This design comes from an exercise in tuning for small area on the open sky130 flow, not from production work. No functional check of the RTL was part of any run shown here.

==> flow/design.v, too long to show whole: its modules and the start of the top module <==
// module matched_filter_despreader_sync: 1282 lines
// module mfd_fa: 6 lines
// module mfd_ha: 6 lines
module matched_filter_despreader_sync (sample_i, sample_q, input_sample_valid,clk,reset,
										despread_sample_i, despread_sample_q, despread_sample_valid);
  // ...
==> flow/run.sh <==
#!/bin/bash
# synth_recipe.tcl (not shown) runs the flow's synth.tcl, then flattens the netlist and writes it again
# the make line also repeats each setting of config.mk as NAME=value (left out here)
make -C /OpenROAD-flow-scripts/flow DESIGN_CONFIG=/design/flow/config.mk WORK_HOME=/design/flow/orfs CLKGATE_MAP_FILE= SYNTH_SCRIPT=/design/flow/synth_recipe.tcl finish
==> flow/config.mk <==
export PLATFORM = sky130hd
export DESIGN_NAME = matched_filter_despreader_sync
export DESIGN_NICKNAME = matched_filter_despreader_sync
export VERILOG_FILES = /design/flow/design.v
export SDC_FILE = /design/flow/constraint.sdc
export NUM_CORES = 4
export LEC_CHECK = 0
export CAP_MARGIN = 20
export CORE_MARGIN = 2
export CORE_UTILIZATION = 60
export CTS_BUF_LIST = sky130_fd_sc_hd__clkbuf_4
export CTS_CLUSTER_SIZE = 30
export SLEW_MARGIN = 20
export SYNTH_HIERARCHICAL = 1
==> flow/constraint.sdc <==
create_clock -name core_clock -period 10.0 [get_ports {clk}]
set_input_delay 2.0000 -clock core_clock [delete_from_list [all_inputs] [get_ports {clk}]]
set_output_delay 2.0000 -clock core_clock [all_outputs]
set_load 0.01 [all_outputs]
==> impl_metrics.sql, run 1 <==
INSERT INTO impl_metrics (metric_group, metric, value, unit) VALUES
('run_status', 'status', 'complete, no violations', ''),
('layout', 'antenna_fix_cells', '1', ''),
('critical_path', 'top_fanout_value_on_the_critical_path', '16', ''),
('yosys', 'synth_top_cell_by_area', 'sky130_fd_sc_hd__dfxtp_1', ''),
('global_routing', 'grt_antenna_before_repair', '2', ''),
('layout', 'ff_latch_area', '0.01376', 'mm2'),
('critical_path', 'crit_end', 'ti[14]', ''),
('yosys', 'synth_flop_cell', 'sky130_fd_sc_hd__dfxtp_1', ''),
('drt', 'routed_wire_length_per_instance', '24.23', 'um'),
('yosys', 'synth_compound_gate_area_share', '0.1786', ''),
('layout', 'reg.largest.list', 'ci: 320 flops, cq: 320 flops', ''),
('layout', 'non_clock_buffer_count', '118', ''),
('cts', 'clock_latency', '1.00', 'ns'),
('layout', 'multi_input_gate_area_in_the_final_layout', '0.01645', 'mm2'),
('layout', 'finish.utilization', '0.6642', ''),
('yosys', 'synthMuxAreaShare', '0.02749', ''),
('yosys', 'synth_top_family_by_area', 'adder cells', ''),
('cts', 'cts.path.max_buffers', '3', ''),
('cts', 'number_of_buffers_created_by_cts', '166', ''),
('yosys', 'synth.cell_area', '0.03159', 'mm2'),
('timing', 'timing_hold_violations_final', '0', ''),
('min_path', 'whs_path_depth', '0', ''),
('critical_path', 'cp.buffers_inverters', '1', ''),
('critical_path', 'worst_path_most_repeated_cell', 'sky130_fd_sc_hd__fa_1', ''),
('timing', 'post-route-min-period', '9.117', 'ns'),
('global_routing', 'grt.busiest_layer', 'met1', ''),
('yosys', 'synth_fp_nets', '2902', ''),
('floorplanning', 'pin_count', '100', '');
==> inputs of run 2 (changes only) <==
--- a/flow/config.mk
+++ b/flow/config.mk
@@ -9,6 +9,4 @@
 export CORE_MARGIN = 2
 export CORE_UTILIZATION = 60
-export CTS_BUF_LIST = sky130_fd_sc_hd__clkbuf_4
-export CTS_CLUSTER_SIZE = 30
 export SLEW_MARGIN = 20
 export SYNTH_HIERARCHICAL = 1
==> run 2 against run 1 <==
  * Die area unchanged
  * Maximum frequency about the same
  * Critical path depth rose by 2
  * Synthesized cell count stayed put
  * First-iteration DRC count is 0.83% lower
  * Hold slack improved by 0.0031 ns
  * Count of clock-buffer cells in the layout fell by 136
  * Via count down 3.4%
==> impl_metrics.sql, run 2 <==
INSERT INTO impl_metrics (metric_group, metric, value, unit) VALUES
('run_status', 'status', 'complete, no violations', ''),
('layout', 'final_area', '0.03506', 'mm2'),
('drt', 'route.final.wire_length', '79480', 'um'),
('layout', 'layout_common_cells', 'sky130_fd_sc_hd__dfxtp_1, sky130_fd_sc_hd__a22o_1, sky130_fd_sc_hd__fa_1', ''),
('placed_design', 'placed_cell_area', '0.03268', 'mm2'),
('layout', 'final_net_count', '2897', ''),
('drt', 'avgViaCountPerCell', '5.983', ''),
('global_routing', 'grt_antenna_before_repair', '1', ''),
('critical_path', 'slowest_delay', '0.78', 'ns'),
('cts', 'hold_buffers', '0', ''),
('cts', 'ctsRootBufferMaster', 'sky130_fd_sc_hd__clkbuf_16', ''),
('timing', 'maxClockFrequency', '109.8', 'MHz'),
('floorplanning', 'fp.dieArea', '0.05449', 'mm2'),
('yosys', 'synth_top_family_by_area', 'adder cells', ''),
('layout', 'antenna_fix_cells', '0', ''),
('yosys', 'post_synth_inst_count', '2414', ''),
('floorplanning', 'initial_utilization', '0.6035', ''),
('cts', 'h-tree-depth', '3', ''),
('global_routing', 'grt_overflow_total', '0', ''),
('timing', 'final.period_utilization', '0.9108', ''),
('critical_path', 'critical_path.slowest_cell', 'sky130_fd_sc_hd__a21oi_2', ''),
('yosys', 'post-synth-top-count-cell', 'sky130_fd_sc_hd__dfxtp_1', ''),
('global_routing', 'grt_usage', '0.3030', ''),
('layout', 'reg.largest.list', 'ci: 320 flops, cq: 320 flops', ''),
('critical_path', 'timing.critical_path.max_delay_family', 'adder cells', ''),
('critical_path', 'endpoint_kind', 'flip-flop', ''),
('drt', 'detail-route-antenna-nets', '0', ''),
('cts', 'cts-resized-gates', '0', ''),
('yosys', 'synth_area_per_cell', '13.08', 'um2'),
('timing', 'totalNegativeSetupSlack', '0', 'ns'),
('yosys', 'synth_flop_cell', 'sky130_fd_sc_hd__dfxtp_1', ''),
('yosys', 'synth.cells.most_frequent', 'sky130_fd_sc_hd__dfxtp_1, sky130_fd_sc_hd__a22o_1, sky130_fd_sc_hd__fa_1', ''),
('layout', 'drive_gt1_frac', '0.08242', ''),
('yosys', 'synthMuxAreaShare', '0.02749', ''),
('yosys', 'yosys_register_bits', '684', ''),
('yosys', 'post_synth_and_or_nand_nor_area_fraction', '0.03672', ''),
('timing', 'timing_hold_violations_final', '0', ''),
('min_path', 'hold_class', 'flip-flop to flip-flop', ''),
('yosys', 'synth_enable_flop_cells', '0', ''),
('timing', 'setup_violations', '0', ''),
('floorplanning', 'die_h', '233.4', 'um'),
('yosys', 'synth_xor_xnor_area_share', '0.001109', ''),
('yosys', 'post_synth_adder_cell_area', '0.2769', ''),
('critical_path', 'crit_type', 'flip-flop to flip-flop', ''),
('timing', 'grt_setup_unrepaired', 'false', ''),
('global_routing', 'first_pass_grt_wire_length', '120400', 'um'),
('drt', 'routed_wire_length_per_instance', '25.22', 'um'),
('yosys', 'synth_sequential_area_ratio', '0.4355', ''),
('yosys', 'synth_fp_nets', '2902', ''),
('global_routing', 'grt_pass1_vias', '19139', ''),
('yosys', 'netlist_top_cells_area', 'sky130_fd_sc_hd__dfxtp_1, sky130_fd_sc_hd__fa_1, sky130_fd_sc_hd__a22o_1, sky130_fd_sc_hd__mux2_2, sky130_fd_sc_hd__ha_1', ''),
('placed_design', 'post_dp_hpwl', '61200', 'um'),
('critical_path', 'cp.buffers_inverters', '2', ''),
('timing', 'final_max_slew_viol_count', '0', ''),
('layout', 'num-fill-cells', '3771', ''),
('placed_design', 'place.port_buffers', '99', ''),
('yosys', 'synth_compound_gate_area_share', '0.1786', ''),
('critical_path', 'worstPathCellList', 'inv_1 -> ha_1 -> o21bai_1 -> a21oi_2 -> and2_1 -> ha_1 -> inv_1 -> fa_1 -> fa_1 -> fa_1 -> fa_1 -> fa_1 -> fa_1 -> fa_1 -> fa_1 -> fa_1 -> ha_1 -> fa_1 -> ha_1 -> ha_1 -> ha_1 -> ha_1 -> fa_1 -> fa_1', ''),
('layout', 'ff_latch_area', '0.01376', 'mm2'),
('floorplanning', 'site_rows', '84', ''),
('timing', 'clock-skew-final', '0.02123', 'ns'),
('yosys', 'synth_top_cell_by_area', 'sky130_fd_sc_hd__dfxtp_1', ''),
('cts', 'tritoncts', 'done', ''),
('cts', 'cts.path.max_buffers', '3', ''),
('drt', 'initialDrtViolationCount', '1430', ''),
('layout', 'layout.cells.most_common', 'sky130_fd_sc_hd__dfxtp_1', ''),
('cts', 'post_cts.repair.setup_buffers', '0', ''),
('yosys', 'yosys_warnings', '7', ''),
('placed_design', 'gp_routability_congestion', '0.9833', ''),
('yosys', 'ys_types', '48', ''),
('cts', 'tritoncts_num_sinks', '684', ''),
('layout', 'layout-area-overhead-vs-synth', '11.01', '%'),
('timing', 'worst-slew-pin-transition', '1.166', 'ns'),
('timing', 'worst_slew_margin_rel', '0.2225', ''),
('floorplanning', 'die_x', '233.4', 'um'),
('floorplanning', 'floorplan.core_area', '0.05234', 'mm2'),
('drt', 'dr_total_vias', '18852', ''),
('timing', 'post-route-min-period', '9.108', 'ns'),
('cts', 'number_of_buffers_created_by_cts', '69', ''),
('yosys', 'synth.cell_area', '0.03159', 'mm2'),
('yosys', 'synth-async-reset-ratio', '0.01754', ''),
('cts', 'clock_latency', '0.61', 'ns'),
('run', 'max-cap-violations', '0', ''),
('cts', 'cts.clk_slew.worst_paths', '0.06', 'ns'),
('drt', 'drt-pass1-iter-count', '5', ''),
('floorplanning', 'pin_count', '100', ''),
('yosys', 'synth_top_cell_area_share', '0.4259', ''),
('critical_path', 'top_fanout_value_on_the_critical_path', '16', ''),
('critical_path', 'worst-endpoint-required', '10.49', 'ns'),
('drt', 'drc_errors', '0', ''),
('layout', 'multi_input_gate_area_in_the_final_layout', '0.01645', 'mm2'),
('critical_path', 'crit_arrival', '9.60', 'ns'),
('global_routing', 'grt_start_max_net_pins', '116', ''),
('critical_path', 'worst_path_most_repeated_cell', 'sky130_fd_sc_hd__fa_1', ''),
('critical_path', 'startpoint_class', 'flip-flop', '');
-- run 2: cell counts after synthesis --
Identical to the previous run, type by type.
-- run 2: final cells by class --
cell class                      instances  area share
Clock buffer                           95     0.05663
Clock inverter                         30     0.01131
Inverter                              129     0.01381
Multi-Input combinational cell       1408      0.4692
Sequential cell                       684      0.3925
Tap cell                              688     0.02455
Timing Repair Buffer                  117     0.03197
-- run 2: kinds of logic after synthesis --
| family | count (synthesis) |
|---|---|
| buffers and inverters | 322 |
| AND/OR/NAND/NOR | 222 |
| XOR/XNOR | 4 |
| adder cells (fa/ha/maj) | 453 |
| AO/OA/AOI/OAI | 649 |
| multiplexers | 80 |
| flip-flops | 684 |
-- run 2: per-layer routing --
layer,GRT usage,vias to the layer above,part of all wire
met5,0,-,0.00016
met1,0.4434,9735,0.46
li1,-,8447,-
met3,0.08240,129,0.076
met2,0.4432,539,0.44
met4,0.08841,2,0.026
-- run 2: through the flow --
stage / cells / util / setup WS (ns) / hold WS (ns)
final: 3151 / 0.6699 / 0.8917 / 0.3824
after global routing: 3151 / 0.6699 / 0.5538 / 0.3829
after CTS: 3151 / 0.6699 / 0.9569 / 0.3659
after detailed placement: 3026 / 0.6244 / 0.9754 / 0.3645
after global placement: 3026 / 0.6244 / 1.177 / 0.3533
after floorplan: 2414 / - / 1.852 / 0.3456
-- run 2: final timing paths --
path                         from      to  slack [ns]  cells past startpoint
max                        cnt[1]  ti[14]        0.89                     24
min                            s2      s3        0.38                      0
max reg2reg                cnt[1]  ti[14]        0.89                     24
min reg2reg                    s2      s3        0.38                      0
max in group asynchronous   reset      en        7.79                      2
min in group asynchronous   reset    vout        1.76                      2
-- run 2: modules after synthesis, one instance, submodules excluded --
module,cells,cell area (um2),copies in the design,flops+latches
mfd_ha,1,12.51,16,0
mfd_fa,1,20.02,410,0
matched_filter_despreader_sync,1988,23180,1,684
==> inputs of run 3 (changes only) <==
==> flow/flow/run.sh (new file) <==
#!/bin/bash
export CTS_ARGS="-sink_clustering_enable -repair_clock_nets -dont_use_dummy_load -buf_list sky130_fd_sc_hd__clkbuf_8"
bash standard.sh > standard.log 2>&1
==> flow/standard.sh (new file) <==
#!/bin/bash
# synth_recipe.tcl (not shown) runs the flow's synth.tcl, then flattens the netlist and writes it again
# the make line also repeats each setting of config.mk as NAME=value (left out here)
make -C /OpenROAD-flow-scripts/flow DESIGN_CONFIG=/design/flow/config.mk WORK_HOME=/design/flow/orfs CLKGATE_MAP_FILE= SYNTH_SCRIPT=/design/flow/synth_recipe.tcl "${@:-finish}"
removed: flow/run.sh
==> run 3 against run 2 <==
  * Critical path type unchanged
  * Count of clock-buffer cells in the layout rose by 9
  * Final area down 2.7%
  * Largest cell class unchanged
  * Die area unchanged
  * Sequential share of layout area rose by 1.1 points
==> impl_metrics.sql, run 3 <==
INSERT INTO impl_metrics (metric_group, metric, value, unit) VALUES
('run_status', 'status', 'complete, no violations', ''),
('drt', 'drc_errors', '0', ''),
('critical_path', 'startpoint_class', 'flip-flop', ''),
('timing', 'clock-skew-final', '0.07336', 'ns'),
('floorplanning', 'die_x', '233.4', 'um'),
('layout', 'reg.largest.list', 'ci: 320 flops, cq: 320 flops', ''),
('floorplanning', 'floorplan.core_area', '0.05234', 'mm2'),
('floorplanning', 'fp.dieArea', '0.05449', 'mm2'),
('cts', 'number_of_buffers_created_by_cts', '104', ''),
('timing', 'maxClockFrequency', '109.7', 'MHz'),
('cts', 'clock_latency', '0.70', 'ns'),
('timing', 'final.period_utilization', '0.9114', ''),
('timing', 'timing_hold_violations_final', '0', ''),
('floorplanning', 'pin_count', '100', ''),
('critical_path', 'worst-endpoint-required', '10.57', 'ns'),
('placed_design', 'place.port_buffers', '99', ''),
('cts', 'hold_buffers', '0', ''),
('layout', 'layout.cells.most_common', 'sky130_fd_sc_hd__dfxtp_1', ''),
('yosys', 'post_synth_inst_count', '2414', ''),
('timing', 'final_max_slew_viol_count', '0', ''),
('cts', 'cts.path.max_buffers', '3', ''),
('layout', 'final_net_count', '2932', ''),
('global_routing', 'grt_start_max_net_pins', '116', ''),
('yosys', 'synth_enable_flop_cells', '0', ''),
('global_routing', 'grt_pass1_vias', '19279', ''),
('placed_design', 'gp_routability_congestion', '0.9833', ''),
('drt', 'drt-pass1-iter-count', '7', ''),
('yosys', 'synth_top_cell_by_area', 'sky130_fd_sc_hd__dfxtp_1', ''),
('timing', 'totalNegativeSetupSlack', '0', 'ns'),
('layout', 'layout_common_cells', 'sky130_fd_sc_hd__dfxtp_1, sky130_fd_sc_hd__a22o_1, sky130_fd_sc_hd__fa_1', ''),
('timing', 'worst_hold_slack', '0.3836', 'ns'),
('drt', 'dr_total_vias', '18917', ''),
('run', 'max-cap-violations', '0', ''),
('yosys', 'synth_flop_cell', 'sky130_fd_sc_hd__dfxtp_1', ''),
('cts', 'cts-resized-gates', '0', ''),
('drt', 'routed_wire_length_per_instance', '25.33', 'um'),
('global_routing', 'grt_overflow_total', '0', ''),
('timing', 'post-route-min-period', '9.114', 'ns'),
('drt', 'avgViaCountPerCell', '6.044', ''),
('cts', 'ctsRootBufferMaster', 'sky130_fd_sc_hd__clkbuf_8', ''),
('yosys', 'synth-async-reset-ratio', '0.01754', ''),
('min_path', 'hold_class', 'flip-flop to flip-flop', ''),
('yosys', 'synth_area_per_cell', '13.08', 'um2'),
('yosys', 'netlist_top_cells_area', 'sky130_fd_sc_hd__dfxtp_1, sky130_fd_sc_hd__fa_1, sky130_fd_sc_hd__a22o_1, sky130_fd_sc_hd__mux2_2, sky130_fd_sc_hd__ha_1', ''),
('layout', 'layout-area-overhead-vs-synth', '7.998', '%'),
('layout', 'antenna_fix_cells', '0', ''),
('yosys', 'post-synth-top-count-cell', 'sky130_fd_sc_hd__dfxtp_1', ''),
('yosys', 'synth.cell_area', '0.03159', 'mm2'),
('floorplanning', 'initial_utilization', '0.6035', ''),
('cts', 'h-tree-depth', '3', ''),
('critical_path', 'top_fanout_value_on_the_critical_path', '16', ''),
('yosys', 'ys_types', '48', ''),
('cts', 'cts.clk_slew.worst_paths', '0.06', 'ns'),
('placed_design', 'post_dp_hpwl', '61200', 'um'),
('cts', 'post_cts.repair.setup_buffers', '0', ''),
('drt', 'route.final.wire_length', '79280', 'um'),
('floorplanning', 'die_h', '233.4', 'um'),
('yosys', 'yosys_register_bits', '684', ''),
('critical_path', 'crit_type', 'flip-flop to flip-flop', ''),
('drt', 'initialDrtViolationCount', '1467', ''),
('global_routing', 'grt_usage', '0.3022', ''),
('yosys', 'synth.cells.most_frequent', 'sky130_fd_sc_hd__dfxtp_1, sky130_fd_sc_hd__a22o_1, sky130_fd_sc_hd__fa_1', ''),
('timing', 'worst_slew_margin_rel', '0.1986', ''),
('global_routing', 'first_pass_grt_wire_length', '120300', 'um'),
('layout', 'drive_gt1_frac', '0.07903', ''),
('critical_path', 'crit_arrival', '9.68', 'ns'),
('timing', 'grt_setup_unrepaired', 'false', ''),
('timing', 'setup_violations', '0', ''),
('floorplanning', 'site_rows', '84', ''),
('yosys', 'synth_top_cell_area_share', '0.4259', ''),
('yosys', 'synth_fp_nets', '2902', ''),
('critical_path', 'endpoint_kind', 'flip-flop', ''),
('global_routing', 'grt_antenna_before_repair', '1', ''),
('cts', 'tritoncts_num_sinks', '684', ''),
('cts', 'tritoncts', 'done', ''),
('timing', 'worst-slew-pin-transition', '1.202', 'ns'),
('drt', 'detail-route-antenna-nets', '0', ''),
('yosys', 'synth_sequential_area_ratio', '0.4355', ''),
('yosys', 'yosys_warnings', '7', '');
## run 3: worst max-delay path, stage by stage (launching register included)
cell and delay [ns]:
sky130_fd_sc_hd__dfrtp_1 0.65, sky130_fd_sc_hd__inv_1 0.18, sky130_fd_sc_hd__ha_1 0.23, sky130_fd_sc_hd__o21bai_1 0.28
sky130_fd_sc_hd__a21oi_2 0.82, sky130_fd_sc_hd__nand2_1 0.33, sky130_fd_sc_hd__fa_1 0.49, sky130_fd_sc_hd__fa_1 0.70
sky130_fd_sc_hd__fa_1 0.54, sky130_fd_sc_hd__fa_1 0.52, sky130_fd_sc_hd__fa_1 0.45, sky130_fd_sc_hd__fa_1 0.41
sky130_fd_sc_hd__fa_1 0.44, sky130_fd_sc_hd__fa_1 0.42, sky130_fd_sc_hd__fa_1 0.39, sky130_fd_sc_hd__ha_1 0.21
sky130_fd_sc_hd__fa_1 0.38, sky130_fd_sc_hd__ha_1 0.20, sky130_fd_sc_hd__ha_1 0.20, sky130_fd_sc_hd__ha_1 0.19
sky130_fd_sc_hd__ha_1 0.19, sky130_fd_sc_hd__fa_1 0.38, sky130_fd_sc_hd__fa_1 0.43
## run 3: metrics by stage
stage	worst slack (ns)	area, um2	utilization	instances
3_5_place_dp	0.9754	32680	0.6244	3026
4_1_cts	1.054	34110	0.6517	3130
2_1_floorplan	1.852	31590	-	2414
6_report	0.8865	34110	0.6517	3130
5_1_grt	0.6423	34110	0.6517	3130
3_3_place_gp	1.177	32680	0.6244	3026
## run 3: final cells by class
| type | count | area (um2) |
|---|---|---|
| Fill cell | 3909 | 18230 |
| Multi-Input combinational cell | 1408 | 16450 |
| Sequential cell | 684 | 13760 |
| Clock buffer | 104 | 1431 |
| Timing Repair Buffer | 117 | 1121 |
| Tap cell | 688 | 860.8 |
| Inverter | 129 | 484.2 |
## run 3: path summary, 6_finish.rpt
kind	startpoint	to	slack (ns)	cells after the start
max in group asynchronous	reset	en	7.82	2
setup / recovery	cnt[1]	ti[14]	0.89	22
hold reg to reg	s1	s2	0.38	0
hold / removal	s1	s2	0.38	0
setup reg to reg	cnt[1]	ti[14]	0.89	22
min in group asynchronous	reset	s0	1.72	2
## run 3: metal layers
metal  routed length [um]  GRT usage
met2                34520     0.4349
met4                 2111    0.08801
met3                 6094    0.08655
met1                36540     0.4455
met5                   13          0
## run 3: cells by family (layout without fill, tap and decap cells)
group                    count (synthesis)  count (layout)  synth area share
AO/OA/AOI/OAI                          649             649            0.1786
XOR/XNOR                                 4               4          0.001109
adder cells (fa/ha/maj)                453             453            0.2769
buffers and inverters                  322             350           0.04369
flip-flops                             684             684            0.4355
multiplexers                            80              80           0.02749
AND/OR/NAND/NOR                        222             222           0.03672
## run 3: modules after synthesis, one instance, submodules excluded
module | flip-flops and latches | times used
mfd_fa | 0 | 410
mfd_ha | 0 | 16
matched_filter_despreader_sync | 684 | 1
==> inputs of run 4 (changes only) <==
==> flow/flow/run.sh (replaced) <==
#!/bin/bash
export CTS_ARGS="-sink_clustering_enable -repair_clock_nets -dont_use_dummy_load -buf_list sky130_fd_sc_hd__clkbuf_8 -sink_clustering_size 20 -sink_clustering_max_diameter 60"
bash standard.sh > standard.log 2>&1
==> run 4 against run 3 <==
  * Synthesized cell count stayed put
  * Register-to-register slack gained 0.06 ns
  * Area after synthesis did not move
  * First-iteration DRC count is 2.4% higher
  * Die area unchanged
  * Cell count fell by 1.8%
  * Non-clock buffer count did not move
  * Clock skew increased by 0.013 ns
  * Still clean on timing, DRC and antenna
  * Critical endpoint unchanged
==> impl_metrics.sql, run 4 <==
INSERT INTO impl_metrics (metric_group, metric, value, unit) VALUES
('run_status', 'status', 'complete, no violations', ''),
('layout', 'layout_common_cells', 'sky130_fd_sc_hd__dfxtp_1, sky130_fd_sc_hd__a22o_1, sky130_fd_sc_hd__fa_1', ''),
('timing', 'setup_violations', '0', ''),
('timing', 'worst_slew_margin_rel', '0.2082', ''),
('timing', 'final.period_utilization', '0.9058', ''),
('global_routing', 'grt_antenna_before_repair', '2', ''),
('layout', 'layout-area-overhead-vs-synth', '5.443', '%'),
('drt', 'detail-route-antenna-nets', '0', ''),
('yosys', 'post_synth_inst_count', '2414', ''),
('drt', 'avgViaCountPerCell', '6.044', ''),
('critical_path', 'crit_type', 'flip-flop to flip-flop', ''),
('layout', 'ff_latch_area', '0.01376', 'mm2'),
('critical_path', 'worst_path_most_repeated_cell', 'sky130_fd_sc_hd__fa_1', ''),
('timing', 'maxClockFrequency', '110.4', 'MHz'),
('cts', 'clock_latency', '0.67', 'ns'),
('yosys', 'yosys_warnings', '7', ''),
('drt', 'dr_total_vias', '18574', ''),
('global_routing', 'grt_usage', '0.2964', ''),
('drt', 'drc_errors', '0', ''),
('yosys', 'synth_sequential_area_ratio', '0.4355', ''),
('global_routing', 'first_pass_grt_wire_length', '118100', 'um'),
('layout', 'layout.cells.most_common', 'sky130_fd_sc_hd__dfxtp_1', ''),
('cts', 'cts.path.max_buffers', '3', ''),
('timing', 'totalNegativeSetupSlack', '0', 'ns'),
('critical_path', 'top_fanout_value_on_the_critical_path', '16', ''),
('critical_path', 'startpoint_class', 'flip-flop', ''),
('global_routing', 'grt_overflow_total', '0', ''),
('yosys', 'synth.cells.most_frequent', 'sky130_fd_sc_hd__dfxtp_1, sky130_fd_sc_hd__a22o_1, sky130_fd_sc_hd__fa_1', ''),
('min_path', 'hold_class', 'flip-flop to flip-flop', ''),
('timing', 'grt_setup_unrepaired', 'false', ''),
('timing', 'final_max_slew_viol_count', '0', ''),
('timing', 'clock-skew-final', '0.08602', 'ns'),
('placed_design', 'place.port_buffers', '99', ''),
('yosys', 'yosys_register_bits', '684', ''),
('cts', 'cts-resized-gates', '0', ''),
('drt', 'initialDrtViolationCount', '1502', ''),
('cts', 'h-tree-depth', '2', ''),
('cts', 'tritoncts_num_sinks', '684', ''),
('critical_path', 'worstPathCellList', 'inv_1 -> ha_1 -> o21bai_1 -> a21oi_2 -> and2_1 -> ha_1 -> inv_1 -> fa_1 -> fa_1 -> fa_1 -> fa_1 -> fa_1 -> fa_1 -> fa_1 -> fa_1 -> fa_1 -> ha_1 -> fa_1 -> ha_1 -> ha_1 -> ha_1 -> ha_1 -> fa_1 -> fa_1', ''),
('yosys', 'synth.cell_area', '0.03159', 'mm2'),
('timing', 'worst-slew-pin-transition', '1.188', 'ns'),
('placed_design', 'post_dp_hpwl', '61200', 'um'),
('yosys', 'synth_flop_cell', 'sky130_fd_sc_hd__dfxtp_1', ''),
('critical_path', 'critical_path.slowest_cell', 'sky130_fd_sc_hd__a21oi_2', ''),
('yosys', 'synth_area_per_cell', '13.08', 'um2'),
('yosys', 'synth_enable_flop_cells', '0', ''),
('yosys', 'synth-async-reset-ratio', '0.01754', ''),
('floorplanning', 'die_x', '233.4', 'um'),
('critical_path', 'crit_arrival', '9.61', 'ns'),
('floorplanning', 'initial_utilization', '0.6035', ''),
('yosys', 'synth_top_cell_by_area', 'sky130_fd_sc_hd__dfxtp_1', ''),
('layout', 'final_net_count', '2873', ''),
('layout', 'reg.largest.list', 'ci: 320 flops, cq: 320 flops', ''),
('floorplanning', 'fp.dieArea', '0.05449', 'mm2'),
('timing', 'post-route-min-period', '9.058', 'ns'),
('cts', 'tritoncts', 'done', ''),
('cts', 'post_cts.repair.setup_buffers', '0', ''),
('floorplanning', 'floorplan.core_area', '0.05234', 'mm2'),
('global_routing', 'grt_start_max_net_pins', '116', ''),
('cts', 'cts.clk_slew.worst_paths', '0.12', 'ns'),
('cts', 'hold_buffers', '0', ''),
('cts', 'ctsRootBufferMaster', 'sky130_fd_sc_hd__clkbuf_8', ''),
('critical_path', 'worst-endpoint-required', '10.55', 'ns'),
('critical_path', 'endpoint_kind', 'flip-flop', ''),
('drt', 'routed_wire_length_per_instance', '25.39', 'um'),
('global_routing', 'grt_pass1_vias', '18715', ''),
('timing', 'postLayoutSetupSlackWorst', '0.9417', 'ns'),
('floorplanning', 'die_h', '233.4', 'um'),
('yosys', 'synth_top_cell_area_share', '0.4259', ''),
('placed_design', 'gp_routability_congestion', '0.9833', ''),
('floorplanning', 'site_rows', '84', ''),
('critical_path', 'slowest_delay', '0.80', 'ns'),
('yosys', 'synth_fp_nets', '2902', ''),
('timing', 'timing_hold_violations_final', '0', ''),
('layout', 'num-fill-cells', '4006', ''),
('cts', 'number_of_buffers_created_by_cts', '45', ''),
('yosys', 'post-synth-top-count-cell', 'sky130_fd_sc_hd__dfxtp_1', ''),
('layout', 'drive_gt1_frac', '0.05623', ''),
('floorplanning', 'pin_count', '100', ''),
('drt', 'drt-pass1-iter-count', '5', ''),
('layout', 'multi_input_gate_area_in_the_final_layout', '0.01645', 'mm2'),
('run', 'max-cap-violations', '0', ''),
('yosys', 'ys_types', '48', ''),
('placed_design', 'post_place_setup_slack', '0.9754', 'ns'),
('yosys', 'netlist_top_cells_area', 'sky130_fd_sc_hd__dfxtp_1, sky130_fd_sc_hd__fa_1, sky130_fd_sc_hd__a22o_1, sky130_fd_sc_hd__mux2_2, sky130_fd_sc_hd__ha_1', ''),
('drt', 'route.final.wire_length', '78030', 'um');
[run 4: changes by cell type in the layout (fill, tap and decap cells not counted), sizes merged]
cell	change
clkbuf	-59
diode	+2
[run 4: path summary, 6_finish.rpt]
kind / start / end / slack [ns] / cells after the start
min: s2 / s3 / 0.37 / 0
min in group asynchronous: reset / cnt[2] / 1.70 / 2
max reg2reg: cnt[1] / ti[14] / 0.94 / 24
max in group asynchronous: reset / cnt[1] / 7.81 / 2
min reg2reg: s2 / s3 / 0.37 / 0
max: cnt[1] / ti[14] / 0.94 / 24
[run 4: worst max-delay path: cells and delay by family, from the launching register on]
family / cells / cell delay, ns
and+or+nand+nor: 1 / 0.25
buffers and inverters: 2 / 0.23
adders and majority gates: 19 / 6.77
AOI/OAI and AO/OA: 2 / 1.08
DFF: 1 / 0.65
[run 4: final cells by class]
class	count	share of cell area
Sequential cell	684	0.4133
Multi-Input combinational cell	1408	0.4940
Antenna cell	2	0.0001503
Inverter	129	0.01454
Tap cell	688	0.02585
Timing Repair Buffer	117	0.03366
Clock buffer	45	0.01860
[run 4: per-module statistics from Yosys (local to each module, per instance)]
module	cells inside	area, um2	flip-flops and latches	copies in the design
matched_filter_despreader_sync	1988	23180	684	1
mfd_fa	1	20.02	0	410
mfd_ha	1	12.51	0	16
[run 4: kinds of logic after synthesis]
group | Yosys count | share of synthesized area
multiplexers | 80 | 0.02749
flip-flops | 684 | 0.4355
adder cells (fa/ha/maj) | 453 | 0.2769
AND/OR/NAND/NOR | 222 | 0.03672
buffers and inverters | 322 | 0.04369
AO/OA/AOI/OAI | 649 | 0.1786
XOR/XNOR | 4 | 0.001109
[run 4: metrics by stage]
step	util	instance area (um2)	hold slack (ns)	instances
CTS	0.6362	33300	0.3506	3071
floorplan	-	31590	0.3456	2414
finish	0.6363	33300	0.3737	3073
detailed placement	0.6244	32680	0.3645	3026
global placement	0.6244	32680	0.3533	3026
global route	0.6363	33300	0.3674	3072
[run 4: routing by layer]
layer	global-route usage	wire, um	vias up
li1	-	-	8328
met1	0.4431	36170	9589
met2	0.4325	34190	544
met3	0.07898	5825	111
met4	0.06843	1830	2
met5	0	13	-

-- separate check: timing with driven ports --
Ports are ideal in the flow. The routed layouts listed here were re-timed in OpenROAD.
Step 1 sets driving cells, clkbuf_16 on the clock port and buf_2 on the other inputs (assumed; they add their load-dependent delay and slew).
Step 2 times the ports against the registers' clock, not the clock port: input delays grow and output delays shrink by t, the midpoint of the rising clock arrivals with the driver on.
Three values: no drivers, after step 1, after step 2; two values: the first two.
run	t, ns	setup slack, ns	latest minus earliest clock arrival (ns)	cell pins on the clock port's net
run 1	1.022	0.883 / 0.883 / 0.883	0.071 / 0.071	1
run 2	0.663	0.892 / 0.892 / 0.892	0.022 / 0.022	1
run 3	0.718	0.886 / 0.886 / 0.886	0.074 / 0.074	1
run 4	0.689	0.942 / 0.942 / 0.942	0.089 / 0.090	1
After both steps setup and hold are still met in every run listed.
